What follows belongs to an exercise in optimizing a design on an open flow for small area; a production flow would make more cautious choices. The RTL was checked by simulation tests, not by an equivalence proof against the original design. No driver is modelled on the clock port, so clocking that relies on it looks cheaper here than on a real chip. Power figures rest on the tool's default switching activity, not on a simulated workload.

==> module dual_axis_servo_uart_v5, before the edit <==
module dual_axis_servo_uart_v5(
    input clk50mhz,
    input rst,
    input uart_rx,
    output reg servo_x,
    output reg servo_y1,
    output servo_y2
);
    reg [12:0] baud;
    reg [8:0]  sr;           
    reg        receiving;
    reg        axis_y;
    reg [7:0]  x_target, y_target;
    reg [7:0]  x_np, y_np;      
    wire [7:0] x_pos = x_np ^ 8'd245, y_pos = y_np ^ 8'd114;
    reg [14:0] sm;           
    reg [7:0]  r;            
    reg [11:0] q;            
    wire tick_b = baud[0] & ~baud[1] & baud[3] & ~baud[4] & ~baud[6] & ~baud[7] & baud[8] & ~baud[9] & ~baud[10] & baud[11] & ~baud[12];
    wire data_ready = ~receiving & baud[1];
    always @(posedge clk50mhz) begin
        if (rst)
            receiving <= 0;
        else if (!receiving)
            receiving <= ~uart_rx;
        else if (tick_b & sr[0])
            receiving <= 0;
    end
    always @(posedge clk50mhz) begin
        if (rst | ~receiving) begin
            baud <= 13'd3045;
            sr <= 9'h100;
        end else if (tick_b) begin
            baud <= 13'd871;
            sr <= {uart_rx, sr[8:1]};
        end else
            baud <= {baud[11:0], ~(baud[12] ^ baud[0])};
    end
    always @(posedge clk50mhz) begin
        if (rst) begin
            x_target <= 8'd192;
            y_target <= 8'd192;
            axis_y <= 0;
        end else if (data_ready) begin
            if (!axis_y) x_target <= sr[7:0];
            else y_target <= sr[7:0];
            axis_y <= ~axis_y;
        end
    end
    wire tick_s = sm[0] & sm[1] & sm[2] & sm[3] & sm[4] & sm[5] & sm[6] & sm[8] & sm[10] & sm[12] & sm[14];
    always @(posedge clk50mhz) begin
        if (rst | tick_s) sm <= 15'd15592;
        else sm <= {sm[13:0], ~(sm[14] ^ sm[13])};
    end
    wire [8:0] xlt, xgt, ylt, ygt;      
    wire [8:0] xc, yc;
    assign xlt[0] = 1'b0; assign xgt[0] = 1'b0;
    assign ylt[0] = 1'b0; assign ygt[0] = 1'b0;
    genvar i;
    generate for (i = 0; i < 8; i = i + 1) begin : g_cmp
        assign xlt[i+1] = (~x_pos[i] & x_target[i]) | (~(x_pos[i] ^ x_target[i]) & xlt[i]);
        assign xgt[i+1] = (x_pos[i] & ~x_target[i]) | (~(x_pos[i] ^ x_target[i]) & xgt[i]);
        assign ylt[i+1] = (~y_pos[i] & y_target[i]) | (~(y_pos[i] ^ y_target[i]) & ylt[i]);
        assign ygt[i+1] = (y_pos[i] & ~y_target[i]) | (~(y_pos[i] ^ y_target[i]) & ygt[i]);
    end endgenerate
    assign xc[0] = tick_s & (xlt[8] | xgt[8]);
    assign yc[0] = tick_s & (ylt[8] | ygt[8]);
    generate for (i = 0; i < 8; i = i + 1) begin : g_ud
        assign xc[i+1] = xc[i] & (x_pos[i] ^ xgt[8]);
        assign yc[i+1] = yc[i] & (y_pos[i] ^ ygt[8]);
    end endgenerate
    always @(posedge clk50mhz) begin
        if (rst) begin
            x_np <= 8'd192 ^ 8'd245;
            y_np <= 8'd192 ^ 8'd114;
        end else begin
            x_np <= x_np ^ xc[7:0];
            y_np <= y_np ^ yc[7:0];
        end
    end
    wire r_wrap = r[1] & r[2] & r[3] & r[4] & r[5] & r[6] & r[7];
    wire r_end = r[0] & r[1] & r[2] & ~r[3] & ~r[5] & ~r[6] & r[7];
    wire end_frame = q[11] & q[10] & q[9] & q[8] & q[7] & q[6] & q[3] & r_end;    
    wire lo = ~q[11] & ~q[10] & ~q[9];                                             
    wire [12:0] qc;
    assign qc[0] = r_wrap;
    generate for (i = 0; i < 12; i = i + 1) begin : g_q
        assign qc[i+1] = qc[i] & q[i];
    end endgenerate
    always @(posedge clk50mhz) begin
        if (rst | end_frame) begin
            r <= 8'd61;
            q <= 0;
        end else begin
            r <= (r_wrap & lo) ? 8'd74 : {r[6:0], ~(r[7] ^ r[5] ^ r[4] ^ r[3])};
            q <= q ^ qc[11:0];
        end
    end
    wire [8:0] xo, yo;
    assign xo[0] = 1'b0; assign yo[0] = 1'b0;
    generate for (i = 0; i < 8; i = i + 1) begin : g_pwm
        assign xo[i+1] = (~q[i] & x_pos[i]) | (~(q[i] ^ x_pos[i]) & xo[i]);
        assign yo[i+1] = (~q[i] & y_pos[i]) | (~(q[i] ^ y_pos[i]) & yo[i]);
    end endgenerate
    always @(posedge clk50mhz) begin
        if (rst) begin
            servo_x <= 0;
            servo_y1 <= 0;
        end else begin
            servo_x  <= lo & (~q[8] | xo[8]);
            servo_y1 <= lo & (~q[8] | yo[8]);
        end
    end
    assign servo_y2 = servo_y1;
endmodule
clock: 20.0 ns
lec_check: 0
cap_margin: 0
core_margin: 2
core_utilization: 80
gpl_timing_driven: 0
place_density: 0.85
slew_margin: 0
standard.sh (not shown) runs the stock make flow with config.mk's settings and CLKGATE_MAP_FILE= SYNTH_SCRIPT=/design/flow/synth_recipe.tcl, a recipe that flattens the netlist after the stock synthesis.
==> flow/flow/run.sh <==
#!/bin/bash
# Own layout flow:
#  1. the standard synthesis (standard.sh synth), unchanged;
#  2. the combinational logic between its registers is re-mapped by ABC with
#     a few area-oriented scripts, run side by side; the smallest netlist that
#     passes yosys's mapped-design check is kept (the registers, their names
#     and their cell types are left as the standard synthesis made them);
#  3. the standard layout steps from that netlist, with CTS told not to
#     add dummy loads and to use clkbuf_4, after which the clock buffers that
#     drive many sinks are upsized (flow/post_cts.tcl); port buffers are buf_1.
# Each tool writes its full output to a log file of its own in this folder.
set -euo pipefail
R=orfs/results/${FLOW_PLATFORM}/dual_axis_servo_uart_v5/base
LIB=${FLOW_HOME}/platforms/${FLOW_PLATFORM}/lib/sky130_fd_sc_hd__tt_025C_1v80.lib
HERE=$(pwd)

bash standard.sh synth > std_synth.log 2>&1
cp ${R}/1_2_yosys.v std_1_2_yosys.v

i=0
while IFS= read -r S; do
  [ -z "$S" ] && continue
  i=$((i+1))
  mkdir -p resyn${i}
  echo "$S" > resyn${i}/script.abc
  sed -e "s#@LIB@#${LIB}#g" -e "s#@IN@#${HERE}/std_1_2_yosys.v#" \
      -e "s#@OUT@#${HERE}/resyn${i}/out.v#" -e "s#@ABC@#${HERE}/resyn${i}/script.abc#" \
      -e "s#@STAT@#${HERE}/resyn${i}/stat.txt#" flow/resynth.ys > resyn${i}/resynth.ys
  (yosys -s resyn${i}/resynth.ys > resyn${i}.log 2>&1 || true) &
done < flow/abc_scripts.txt
wait

best=""; best_area=""
for d in resyn*/; do
  d=${d%/}
  [ -f ${d}/out.v ] && [ -f ${d}/stat.txt ] || continue
  a=$(grep 'Chip area' ${d}/stat.txt | awk '{print $NF}' || true)
  [ -n "$a" ] || continue
  if [ -z "$best" ] || awk -v a="$a" -v b="$best_area" 'BEGIN{exit !(a < b)}'; then
    best=$d; best_area=$a
  fi
done
echo "standard synthesis: $(grep 'Chip area' orfs/reports/${FLOW_PLATFORM}/dual_axis_servo_uart_v5/base/synth_stat.txt | awk '{print $NF}' || true)" > resyn_choice.log
for d in resyn*/; do echo "${d%/}: $(grep 'Chip area' ${d}stat.txt 2>/dev/null | awk '{print $NF}' || true)" >> resyn_choice.log; done
if [ -n "$best" ]; then
  echo "kept: $best ($best_area)" >> resyn_choice.log
  cp ${best}/out.v ${R}/1_2_yosys.v
  rm -f ${R}/1_synth.odb ${R}/1_synth.sdc
  bash standard.sh synth > odb.log 2>&1
else
  echo "kept: standard synthesis" >> resyn_choice.log
fi

bash standard.sh \
  "CTS_ARGS=-sink_clustering_enable -repair_clock_nets -dont_use_dummy_load -buf_list sky130_fd_sc_hd__clkbuf_4" \
  "POST_CTS_TCL=${HERE}/flow/post_cts.tcl" \
  "BUFFER_PORTS_ARGS=-buffer_cell sky130_fd_sc_hd__buf_1" \
  finish > layout.log 2>&1
Other scripts of this flow, unchanged in this note and not shown: flow/flow/abc_scripts.txt, flow/flow/post_cts.tcl, flow/flow/resynth.ys
==> next run, changes <==
--- a/flow/design.v
+++ b/flow/design.v
@@ -13,7 +13,7 @@
     reg        axis_y;
     reg [7:0]  x_target, y_target;
     reg [7:0]  x_np, y_np;      
-    wire [7:0] x_pos = x_np ^ 8'd245, y_pos = y_np ^ 8'd114;
+    wire [7:0] x_pos = ~x_np, y_pos = ~y_np;
     reg [14:0] sm;           
     reg [7:0]  r;            
     reg [11:0] q;            
@@ -72,8 +72,8 @@
     end endgenerate
     always @(posedge clk50mhz) begin
         if (rst) begin
-            x_np <= 8'd192 ^ 8'd245;
-            y_np <= 8'd192 ^ 8'd114;
+            x_np <= ~8'd192;
+            y_np <= ~8'd192;
         end else begin
             x_np <= x_np ^ xc[7:0];
             y_np <= y_np ^ yc[7:0];
After rerunning: The new run finished clean; final area climbs by 0.69%; register-to-register slack improves by 0.11 ns; area after synthesis climbs by 0.51%; clock power climbs by 3.8%; final cell count drops by 0.46%; die area climbs by 0.47%; worst setup slack degrades by 0.12 ns; routed wire length climbs by 3.6%; global-route usage climbs by 1.7 points; via count climbs by 0.82%; total power climbs by 1.4%.

re-timing with driven ports:
How much do the figures lean on ideal ports? The routed layouts below were timed once more, with nothing changed but the port constraints.
Step 1 assumes that a clkbuf_16 drives the clock port and a buf_2 every other input.
Step 2 adds t to the input delays and takes it off the output delays; t is the mean of the earliest and latest rising clock arrival at the registers after step 1. Input paths then give back, and output paths get back, about the clock's delay inside the block.
a / b / c = ideal ports / drivers / drivers and shift; a / b = the first two.
run	t, ns	slack for setup (ns)	hold WS [ns]
the first run	0.458	13.585 / 13.573 / 13.115	0.359 / 0.359 / 0.359
the second run	0.459	13.466 / 13.437 / 12.978	0.423 / 0.423 / 0.423
After both steps setup and hold are still met in every run listed. For the second run, which loses most, drivers alone change the setup slack by -0.029 ns; drivers and shift together by -0.488 ns.
